This is an optimization exercise on Yosys and OpenROAD, whose aim is small area, a short achievable clock period and few clock cycles per item, not a production implementation.
Only simulation tests tie the RTL to the original design; equivalence was not proved.

// matrix_mul
module matrix_mul (
    input wire clk,
    input wire rst_n,
    input wire [127:0] matrix_a,
    input wire [127:0] matrix_b,
    input wire start,
    output wire done,
    output reg [255:0] result
);
    reg [4:0] st;
    assign done = ~|st;
    always @(posedge clk or negedge rst_n) begin
        if (!rst_n)
            st <= 5'b00001;
        else
            st <= {st[3], st[2], st[1], st[0] & start, (st[0] | done) & ~start};
    end
    reg [31:0] opa;    
    reg [31:0] opb;    
    reg [31:0] na, nb;
    integer r, k;
    always @(*) begin
        na = 32'd0;
        nb = 32'd0;
        for (r = 0; r < 4; r = r + 1)
            for (k = 0; k < 4; k = k + 1) begin
                na[r*8 +: 8] = na[r*8 +: 8] | (matrix_a[(r*4 + k)*8 +: 8] & {8{st[k]}});
                nb[r*8 +: 8] = nb[r*8 +: 8] | (matrix_b[(k*4 + r)*8 +: 8] & {8{st[k]}});
            end
    end
    always @(posedge clk) begin
        opa <= na;
        opb <= nb;
    end
    wire clear = st[0];
    wire first = 1'b0;
    wire [7:0] a0 = opa[7:0];
    wire [7:0] b0 = opb[7:0];
    wire [15:0] q0 = result[15:0] & {16{~first}};
    wire [15:0] n0;
    wire e0_s1 = (a0[0] & b0[5]) ^ (a0[1] & b0[4]);
    wire e0_c1 = (a0[0] & b0[5]) & (a0[1] & b0[4]);
    wire e0_s2 = (a0[0] & b0[6]) ^ (a0[1] & b0[5]) ^ (a0[2] & b0[4]);
  ...
Size in the first run: roughly 46000 um^2 of cells after synthesis.
clock: 8.0 ns
lec_check: 0
abc_area: 1
cap_margin: 20
core_margin: 2
core_utilization: 55
cts_buf_list: sky130_fd_sc_hd__clkbuf_4 sky130_fd_sc_hd__clkbuf_8
setup_slack_margin: 3.8
slew_margin: 20
standard.sh (not shown) runs the stock make flow with config.mk's settings and CLKGATE_MAP_FILE= SYNTH_SCRIPT=/design/flow/synth_recipe.tcl, a recipe that flattens the netlist after the stock synthesis.
==> flow/flow/run.sh <==
#!/bin/bash
# The standard layout with two changes:
#  - every input and output port gets a 1x buffer (sky130_fd_sc_hd__buf_1)
#    instead of the default delay buffer;
#  - after synthesis, flow/fa_polarity.tcl picks the polarity of each full
#    adder so that fewer inverters sit between adders (no register changes).
# make's output goes to standard.log; each ORFS step logs under orfs/logs/.
set -euo pipefail
export BUFFER_PORTS_ARGS="-buffer_cell sky130_fd_sc_hd__buf_1"
export POST_SYNTH_TCL="$PWD/flow/fa_polarity.tcl"
bash standard.sh finish > standard.log 2>&1
Other scripts of this flow, unchanged in this note and not shown: flow/flow/fa_polarity.tcl
Testbench counts at the start, summed over its fixed seeds: cycles 1,784, items 256.
Change:
- ABC_AREA: 1 -> default
- CORE_UTILIZATION: 55 -> 40
- SETUP_SLACK_MARGIN: 3.8 -> 3.0
=>
- The new run finished with timing, DRC and antenna clean
- via count drops by 18%
- non-clock buffer count goes down by 26
- synthesized cell count drops by 23%
- clock skew increases by 0.0093 ns
- die area grows by 26%
- design area decreases by 8.1%
- global-route usage shrinks by 9.3 points
- cell count went down by 14%

matrix_mul, a different RTL version from the one above (not shown whole).
Size in the first run: about 4300 cells after synthesis, about 520 I/O pins.
clock: 8.0 ns
lec_check: 0
cap_margin: 20
core_margin: 2
core_utilization: 60
slew_margin: 20
==> flow/flow/fa_polarity.tcl <==
# Remove inverters around full-adder cells.
#
# A full adder is self-dual: FA(~a, ~b, ~c) = (~sum, ~cout). Yosys's adder
# extraction picks each adder's polarity on its own, which leaves inverters
# between adders. This chooses, for every sky130_fd_sc_hd__fa_* cell, whether
# to implement it as is or with all its inputs and outputs complemented, so
# that as few inverters as possible are needed, then rebuilds the inverters.
# Only combinational cells change; registers, ports and port nets do not.

# ORFS sources this from inside a proc; run it at global level instead.
if {[info level] > 0} {
  uplevel #0 [list source [info script]]
  return
}

proc fp_log {msg} { puts "fa_polarity: $msg" }

set fp_block [ord::get_db_block]
set fp_inv_master [[ord::get_db] findMaster sky130_fd_sc_hd__inv_1]

proc fp_is_inv {inst} {
  return [string match "sky130_fd_sc_hd__inv_*" [[$inst getMaster] getName]]
}
proc fp_is_fa {inst} {
  return [string match "sky130_fd_sc_hd__fa_*" [[$inst getMaster] getName]]
}
proc fp_pin {inst name} {
  foreach it [$inst getITerms] {
    if {[[$it getMTerm] getName] eq $name} { return $it }
  }
  return ""
}
proc fp_driver {net} {
  foreach it [$net getITerms] {
    if {[$it isOutputSignal]} { return $it }
  }
  return ""
}

# Inverters that are free to go: input and output nets are not port nets.
set fp_invs {}
foreach inst [$fp_block getInsts] {
  if {![fp_is_inv $inst]} { continue }
  set a [[fp_pin $inst A] getNet]
  set y [[fp_pin $inst Y] getNet]
  if {$a eq "" || $y eq ""} { continue }
  if {[llength [$a getBTerms]] || [llength [$y getBTerms]]} { continue }
  set ::fp_free([$inst getId]) 1
  lappend fp_invs $inst
}

# root and polarity of each net: follow free inverters back to their source.
proc fp_root {net} {
  set pol 0
  set n $net
  for {set i 0} {$i < 64} {incr i} {
    set d [fp_driver $n]
    if {$d eq ""} { break }
    set inst [$d getInst]
    if {![info exists ::fp_free([$inst getId])]} { break }
    set n [[fp_pin $inst A] getNet]
    set pol [expr {!$pol}]
  }
  return [list $n $pol]
}

# Loads: every input pin of a cell that is not a free inverter, and every
# output port, with the root net and polarity it needs.
# roots(net) -> list of {iterm pol fa_id}; fa_id is "" for a non-adder load.
array set fp_loads {}
array set fp_rootnet {}
set fp_nloads 0
foreach inst [$fp_block getInsts] {
  if {[info exists ::fp_free([$inst getId])]} { continue }
  set fa [expr {[fp_is_fa $inst] ? [$inst getId] : ""}]
  foreach it [$inst getITerms] {
    if {![$it isInputSignal]} { continue }
    set net [$it getNet]
    if {$net eq ""} { continue }
    lassign [fp_root $net] r pol
    set rid [$r getId]
    set fp_rootnet($rid) $r
    lappend fp_loads($rid) [list $it $pol $fa]
    incr fp_nloads
  }
}

# Adders: which roots they drive and which roots they read.
array set fp_flip {}
array set fp_drives {}
array set fp_reads {}
array set fp_drvfa {}
foreach inst [$fp_block getInsts] {
  if {![fp_is_fa $inst]} { continue }
  set id [$inst getId]
  set fp_flip($id) 0
  set fp_drives($id) {}
  set fp_reads($id) {}
  foreach p {SUM COUT} {
    set it [fp_pin $inst $p]
    set net [$it getNet]
    if {$net eq ""} { continue }
    set fp_drvfa([$net getId]) $id
    set fp_rootnet([$net getId]) $net
    lappend fp_drives($id) [$net getId]
  }
  foreach p {A B CIN} {
    set net [[fp_pin $inst $p] getNet]
    if {$net eq ""} { continue }
    lappend fp_reads($id) [[lindex [fp_root $net] 0] getId]
  }
}

proc fp_cost {rid} {
  if {![info exists ::fp_loads($rid)]} { return 0 }
  set phys 0
  if {[info exists ::fp_drvfa($rid)]} { set phys $::fp_flip($::fp_drvfa($rid)) }
  foreach l $::fp_loads($rid) {
    lassign $l it pol fa
    if {$fa ne ""} { set pol [expr {$pol ^ $::fp_flip($fa)}] }
    if {$pol != $phys} { return 1 }
  }
  return 0
}
proc fp_touch {id} {
  return [lsort -unique [concat $::fp_drives($id) $::fp_reads($id)]]
}

set fp_total 0
foreach rid [array names fp_loads] { incr fp_total [fp_cost $rid] }
fp_log "free inverters [llength $fp_invs], adders [array size fp_flip], inverted roots before $fp_total"

# Local search: flip an adder while that lowers the count.
for {set pass 0} {$pass < 20} {incr pass} {
  set gain 0
  foreach id [array names fp_flip] {
    set t [fp_touch $id]
    set before 0
    foreach r $t { incr before [fp_cost $r] }
    set fp_flip($id) [expr {!$fp_flip($id)}]
    set after 0
    foreach r $t { incr after [fp_cost $r] }
    if {$after < $before} {
      incr gain [expr {$before - $after}]
    } else {
      set fp_flip($id) [expr {!$fp_flip($id)}]
    }
  }
  fp_log "pass $pass: saved $gain"
  if {$gain == 0} { break }
}
set fp_total 0
foreach rid [array names fp_loads] { incr fp_total [fp_cost $rid] }
fp_log "inverted roots after $fp_total"

# Rebuild: drop the free inverters, connect each load to its root or to one
# new inverter of that root.
foreach inst $fp_invs {
  foreach it [$inst getITerms] { $it disconnect }
  odb::dbInst_destroy $inst
}
set fp_new 0
foreach rid [array names fp_loads] {
  set r $fp_rootnet($rid)
  set phys 0
  if {[info exists fp_drvfa($rid)]} { set phys $fp_flip($fp_drvfa($rid)) }
  set inv ""
  foreach l $fp_loads($rid) {
    lassign $l it pol fa
    if {$fa ne ""} { set pol [expr {$pol ^ $fp_flip($fa)}] }
    set old [$it getNet]
    if {$pol == $phys} {
      set want $r
    } else {
      if {$inv eq ""} {
        incr fp_new
        set inv [odb::dbNet_create $fp_block "fa_pol_n$fp_new"]
        set ii [odb::dbInst_create $fp_block $fp_inv_master "fa_pol_inv$fp_new"]
        [fp_pin $ii A] connect $r
        [fp_pin $ii Y] connect $inv
      }
      set want $inv
    }
    if {$old ne $want} {
      $it disconnect
      $it connect $want
    }
  }
}
# Nets left without pins: the inverters' old outputs.
set fp_gone 0
foreach net [$fp_block getNets] {
  if {[llength [$net getITerms]] == 0 && [llength [$net getBTerms]] == 0} {
    odb::dbNet_destroy $net
    incr fp_gone
  }
}
fp_log "removed $fp_gone empty nets"
fp_log "inverters now $fp_new"
Scripts as last shown in full above: flow/flow/run.sh
The starting point produced a clean layout.
Testbench counts at the start, summed over its fixed seeds: cycles 1,528, items 256.
Then changed:
- ABC_CLOCK_PERIOD_IN_PS: default -> 4000
- CORE_UTILIZATION: 60 -> 40
Fmax came out higher by 2.4%.
Routed wire length rises by 7.1%.
Worst setup slack improves by 0.15 ns.
Via count went down by 0.83%.
Then changed:
--- a/flow/flow/fa_polarity.tcl
+++ b/flow/flow/fa_polarity.tcl
@@ -8,8 +8,2 @@
 # Only combinational cells change; registers, ports and port nets do not.
-
-# ORFS sources this from inside a proc; run it at global level instead.
-if {[info level] > 0} {
-  uplevel #0 [list source [info script]]
-  return
-}
 
- ABC_CLOCK_PERIOD_IN_PS: 4000 -> default
- CORE_UTILIZATION: 40 -> 60
Result: With this change the flow died in netlist read-in after synthesis (1_synth).
Then changed:
--- a/flow/flow/fa_polarity.tcl
+++ b/flow/flow/fa_polarity.tcl
@@ -8,2 +8,8 @@
 # Only combinational cells change; registers, ports and port nets do not.
+
+# ORFS sources this from inside a proc; run it at global level instead.
+if {[info level] > 0} {
+  uplevel #0 [list source [info script]]
+  return
+}
 
- CORE_UTILIZATION: 60 -> 40
- SETUP_SLACK_MARGIN: default -> 1.0
=> Now the flow finished clean.

matrix_mul with an RTL version that a note above also has.
Size: roughly 5800 cells after synthesis, roughly 520 I/O pins, roughly 46000 µm² of cells after synthesis.
export LEC_CHECK = 0
export ABC_AREA = 1
export CAP_MARGIN = 20
export CORE_MARGIN = 2
export CORE_UTILIZATION = 40
export CTS_BUF_LIST = sky130_fd_sc_hd__clkbuf_4 sky130_fd_sc_hd__clkbuf_8
export SETUP_SLACK_MARGIN = 3.8
export SLEW_MARGIN = 20
create_clock -name core_clock -period 8.0 [get_ports {clk}]
Scripts as last shown in full above: flow/flow/run.sh
Other scripts of this flow, unchanged in this note and not shown: flow/flow/fa_polarity.tcl
The first run ran to the end with no violations.
Testbench counts at the start, summed over its fixed seeds: cycles 1,784, items 256.
Then changed:
ABC_AREA = unset   (was 1)
SETUP_SLACK_MARGIN = 3.5   (was 3.8)
Outcome: Design area is lower by a few percent; maximum frequency falls by roughly a tenth; worst setup slack gets worse by 0.43 ns; clock skew goes down by 0.011 ns.
Then changed:
CORE_UTILIZATION = 55   (was 40)
Count of clock-buffer cells in the layout goes down by 16. Wire length drops by roughly a tenth. Global-route usage grows by 6.8 points.
Then changed:
ABC_AREA = 1   (was unset)
CORE_UTILIZATION = 40   (was 55)
SETUP_SLACK_MARGIN = 3.8   (was 3.5)
TNS_END_PERCENT = 5   (was unset)
Worst setup slack improved by 0.36 ns.
Global-route usage came out lower by 7.4 points.
Synthesized cell count grows by 30%.
Sequential cell count is unchanged.
Non-clock buffer count falls by 56.

quartz:
RTL: one of the versions met above, not the one the previous note started from.
clock: 8.0 ns
lec_check: 0
abc_area: 1
cap_margin: 20
core_margin: 2
core_utilization: 40
slew_margin: 20
==> flow/flow/fa_polarity.tcl <==
# Remove inverters around full-adder cells.
#
# A full adder is self-dual: FA(~a, ~b, ~c) = (~sum, ~cout). Yosys's adder
# extraction picks each adder's polarity on its own, which leaves inverters
# between adders. This chooses, for every sky130_fd_sc_hd__fa_* cell, whether
# to implement it as is or with all its inputs and outputs complemented, so
# that as few inverters as possible are needed, then rebuilds the inverters.
# Only combinational cells change; registers, ports and port nets do not.

# ORFS sources this from inside a proc; run it at global level instead.
if {[info level] > 0} {
  uplevel #0 [list source [info script]]
  return
}

proc fp_log {msg} { puts "fa_polarity: $msg" }

set fp_block [ord::get_db_block]
set fp_inv_master [[ord::get_db] findMaster sky130_fd_sc_hd__inv_1]

proc fp_is_inv {inst} {
  return [string match "sky130_fd_sc_hd__inv_*" [[$inst getMaster] getName]]
}
proc fp_is_fa {inst} {
  return [string match "sky130_fd_sc_hd__fa_*" [[$inst getMaster] getName]]
}
proc fp_pin {inst name} {
  foreach it [$inst getITerms] {
    if {[[$it getMTerm] getName] eq $name} { return $it }
  }
  return ""
}
proc fp_driver {net} {
  foreach it [$net getITerms] {
    if {[$it isOutputSignal]} { return $it }
  }
  return ""
}

# Inverters that are free to go: input and output nets are not port nets.
set fp_invs {}
foreach inst [$fp_block getInsts] {
  if {![fp_is_inv $inst]} { continue }
  set a [[fp_pin $inst A] getNet]
  set y [[fp_pin $inst Y] getNet]
  if {$a eq "" || $y eq ""} { continue }
  if {[llength [$a getBTerms]] || [llength [$y getBTerms]]} { continue }
  set ::fp_free([$inst getId]) 1
  lappend fp_invs $inst
}

# root and polarity of each net: follow free inverters back to their source.
proc fp_root {net} {
  set pol 0
  set n $net
  for {set i 0} {$i < 64} {incr i} {
    set d [fp_driver $n]
    if {$d eq ""} { break }
    set inst [$d getInst]
    if {![info exists ::fp_free([$inst getId])]} { break }
    set n [[fp_pin $inst A] getNet]
    set pol [expr {!$pol}]
  }
  return [list $n $pol]
}

# Loads: every input pin of a cell that is not a free inverter, and every
# output port, with the root net and polarity it needs.
# roots(net) -> list of {iterm pol fa_id}; fa_id is "" for a non-adder load.
array set fp_loads {}
array set fp_rootnet {}
set fp_nloads 0
foreach inst [$fp_block getInsts] {
  if {[info exists ::fp_free([$inst getId])]} { continue }
  set fa [expr {[fp_is_fa $inst] ? [$inst getId] : ""}]
  foreach it [$inst getITerms] {
    if {![$it isInputSignal]} { continue }
    set net [$it getNet]
    if {$net eq ""} { continue }
    lassign [fp_root $net] r pol
    set rid [$r getId]
    set fp_rootnet($rid) $r
    lappend fp_loads($rid) [list $it $pol $fa]
    incr fp_nloads
  }
}

# Adders: which roots they drive and which roots they read.
array set fp_flip {}
array set fp_drives {}
array set fp_reads {}
array set fp_drvfa {}
foreach inst [$fp_block getInsts] {
  if {![fp_is_fa $inst]} { continue }
  set id [$inst getId]
  set fp_flip($id) 0
  set fp_drives($id) {}
  set fp_reads($id) {}
  foreach p {SUM COUT} {
    set it [fp_pin $inst $p]
    set net [$it getNet]
    if {$net eq ""} { continue }
    set fp_drvfa([$net getId]) $id
    set fp_rootnet([$net getId]) $net
    lappend fp_drives($id) [$net getId]
  }
  foreach p {A B CIN} {
    set net [[fp_pin $inst $p] getNet]
    if {$net eq ""} { continue }
    lappend fp_reads($id) [[lindex [fp_root $net] 0] getId]
  }
}

proc fp_cost {rid} {
  if {![info exists ::fp_loads($rid)]} { return 0 }
  set phys 0
  if {[info exists ::fp_drvfa($rid)]} { set phys $::fp_flip($::fp_drvfa($rid)) }
  foreach l $::fp_loads($rid) {
    lassign $l it pol fa
    if {$fa ne ""} { set pol [expr {$pol ^ $::fp_flip($fa)}] }
    if {$pol != $phys} { return 1 }
  }
  return 0
}
proc fp_touch {id} {
  return [lsort -unique [concat $::fp_drives($id) $::fp_reads($id)]]
}

set fp_total 0
foreach rid [array names fp_loads] { incr fp_total [fp_cost $rid] }
fp_log "free inverters [llength $fp_invs], adders [array size fp_flip], inverted roots before $fp_total"

# Local search: flip an adder while that lowers the count.
for {set pass 0} {$pass < 20} {incr pass} {
  set gain 0
  foreach id [array names fp_flip] {
    set t [fp_touch $id]
    set before 0
    foreach r $t { incr before [fp_cost $r] }
    set fp_flip($id) [expr {!$fp_flip($id)}]
    set after 0
    foreach r $t { incr after [fp_cost $r] }
    if {$after < $before} {
      incr gain [expr {$before - $after}]
    } else {
      set fp_flip($id) [expr {!$fp_flip($id)}]
    }
  }
  fp_log "pass $pass: saved $gain"
  if {$gain == 0} { break }
}
set fp_total 0
foreach rid [array names fp_loads] { incr fp_total [fp_cost $rid] }
fp_log "inverted roots after $fp_total"

# Rebuild: drop the free inverters, connect each load to its root or to one
# new inverter of that root.
foreach inst $fp_invs {
  foreach it [$inst getITerms] { $it disconnect }
  odb::dbInst_destroy $inst
}
set fp_new 0
foreach rid [array names fp_loads] {
  set r $fp_rootnet($rid)
  set phys 0
  if {[info exists fp_drvfa($rid)]} { set phys $fp_flip($fp_drvfa($rid)) }
  set inv ""
  foreach l $fp_loads($rid) {
    lassign $l it pol fa
    if {$fa ne ""} { set pol [expr {$pol ^ $fp_flip($fa)}] }
    set old [$it getNet]
    if {$pol == $phys} {
      set want $r
    } else {
      if {$inv eq ""} {
        incr fp_new
        set inv [odb::dbNet_create $fp_block "fa_pol_n$fp_new"]
        set ii [odb::dbInst_create $fp_block $fp_inv_master "fa_pol_inv$fp_new"]
        [fp_pin $ii A] connect $r
        [fp_pin $ii Y] connect $inv
      }
      set want $inv
    }
    if {$old ne $want} {
      $it disconnect
      $it connect $want
    }
  }
}
# Nets left without pins: the inverters' old outputs.
set fp_gone 0
foreach net [$fp_block getNets] {
  if {[llength [$net getITerms]] == 0 && [llength [$net getBTerms]] == 0} {
    odb::dbNet_destroy $net
    incr fp_gone
  }
}
fp_log "removed $fp_gone empty nets"
fp_log "inverters now $fp_new"
Scripts as last shown in full above: flow/flow/run.sh
quartz finished every stage and its layout cleared the timing, design-rule and antenna checks.
Testbench counts of quartz, summed over its fixed seeds: cycles 1,528, items 256.
diff inputs: quartz => fjord
diff --git a/flow/config.mk b/flow/config.mk
--- a/flow/config.mk
+++ b/flow/config.mk
@@ -6,5 +6,4 @@
 export NUM_CORES = 4
 export LEC_CHECK = 0
-export ABC_AREA = 1
 export CAP_MARGIN = 20
 export CORE_MARGIN = 2
--- outcome ---
- quartz → fjord: post-synthesis to final-layout area growth climbed 5.0 points, global-route usage dropped 0.62 points, utilization after layout climbed 2.1 points, wire length dropped 21 mm.
- Per the final summary, fjord finished and its layout is clean on timing, DRC and antenna.
- [fjord vs quartz] number of placement rows: lower in fjord
- Cell area (quartz / fjord): 1.07
- fjord vs. quartz: normalized max-slew margin shows an increase of 6.3 points, worst setup slack went down, netlist area before placement went down.
Input changes introduced in onyx (baseline for comparison: fjord):
diff --git a/flow/flow/fa_polarity.tcl b/flow/flow/fa_polarity.tcl
--- a/flow/flow/fa_polarity.tcl
+++ b/flow/flow/fa_polarity.tcl
@@ -7,10 +7,4 @@
 # that as few inverters as possible are needed, then rebuilds the inverters.
 # Only combinational cells change; registers, ports and port nets do not.
-
-# ORFS sources this from inside a proc; run it at global level instead.
-if {[info level] > 0} {
-  uplevel #0 [list source [info script]]
-  return
-}
 
 proc fp_log {msg} { puts "fa_polarity: $msg" }
==> results.txt <==
- fjord closes out successfully: all stages finished, all timing, DRC and antenna checks passed.
- onyx | ERROR | 1_synth

[separate check: timing with driven ports]
In the flow no input, the clock included, has a driving cell. The finished layouts below were timed again as built, in two steps. Step 1 (the two cells are an assumption about what drives the block):
set clk [get_ports {clk}]
set_driving_cell -lib_cell sky130_fd_sc_hd__clkbuf_16 $clk
set_driving_cell -lib_cell sky130_fd_sc_hd__buf_2 [delete_from_list [all_inputs] $clk]
Step 2 moves the port delays by t, midway between the first and last clock arrival at a register: inputs arrive t later, outputs are due t later. That takes back most of the time a late clock gives input paths. Three values: ideal ports, drivers, drivers and shift; two values: the first two.
run | t, ns | setup WS [ns] | worst slew at a driven data input, ns
the first run of note 1 | 0.770 | 3.963 / 3.963 / 3.963 | 0.13
the second run of note 1 | 0.783 | 3.229 / 3.229 / 3.229 | 0.26
the first run of note 2 | 0.645 | 1.550 / 1.550 / 1.054 | 0.10
the second run of note 2 | 0.662 | 1.700 / 1.700 / 1.093 | 0.17
the fourth run of note 2 | 0.662 | 1.700 / 1.700 / 1.093 | 0.17
the first run of note 3 | 0.792 | 4.012 / 4.012 / 4.012 | 0.07
the second run of note 3 | 0.784 | 3.584 / 3.584 / 3.584 | 0.26
the third run of note 3 | 0.726 | 3.636 / 3.636 / 3.636 | 0.05
the fourth run of note 3 | 0.794 | 3.997 / 3.997 / 3.997 | 0.07
quartz | 0.694 | 2.205 / 2.205 / 1.599 | 0.10
fjord | 0.662 | 1.700 / 1.700 / 1.093 | 0.17
After both steps setup and hold are still met in every run listed.
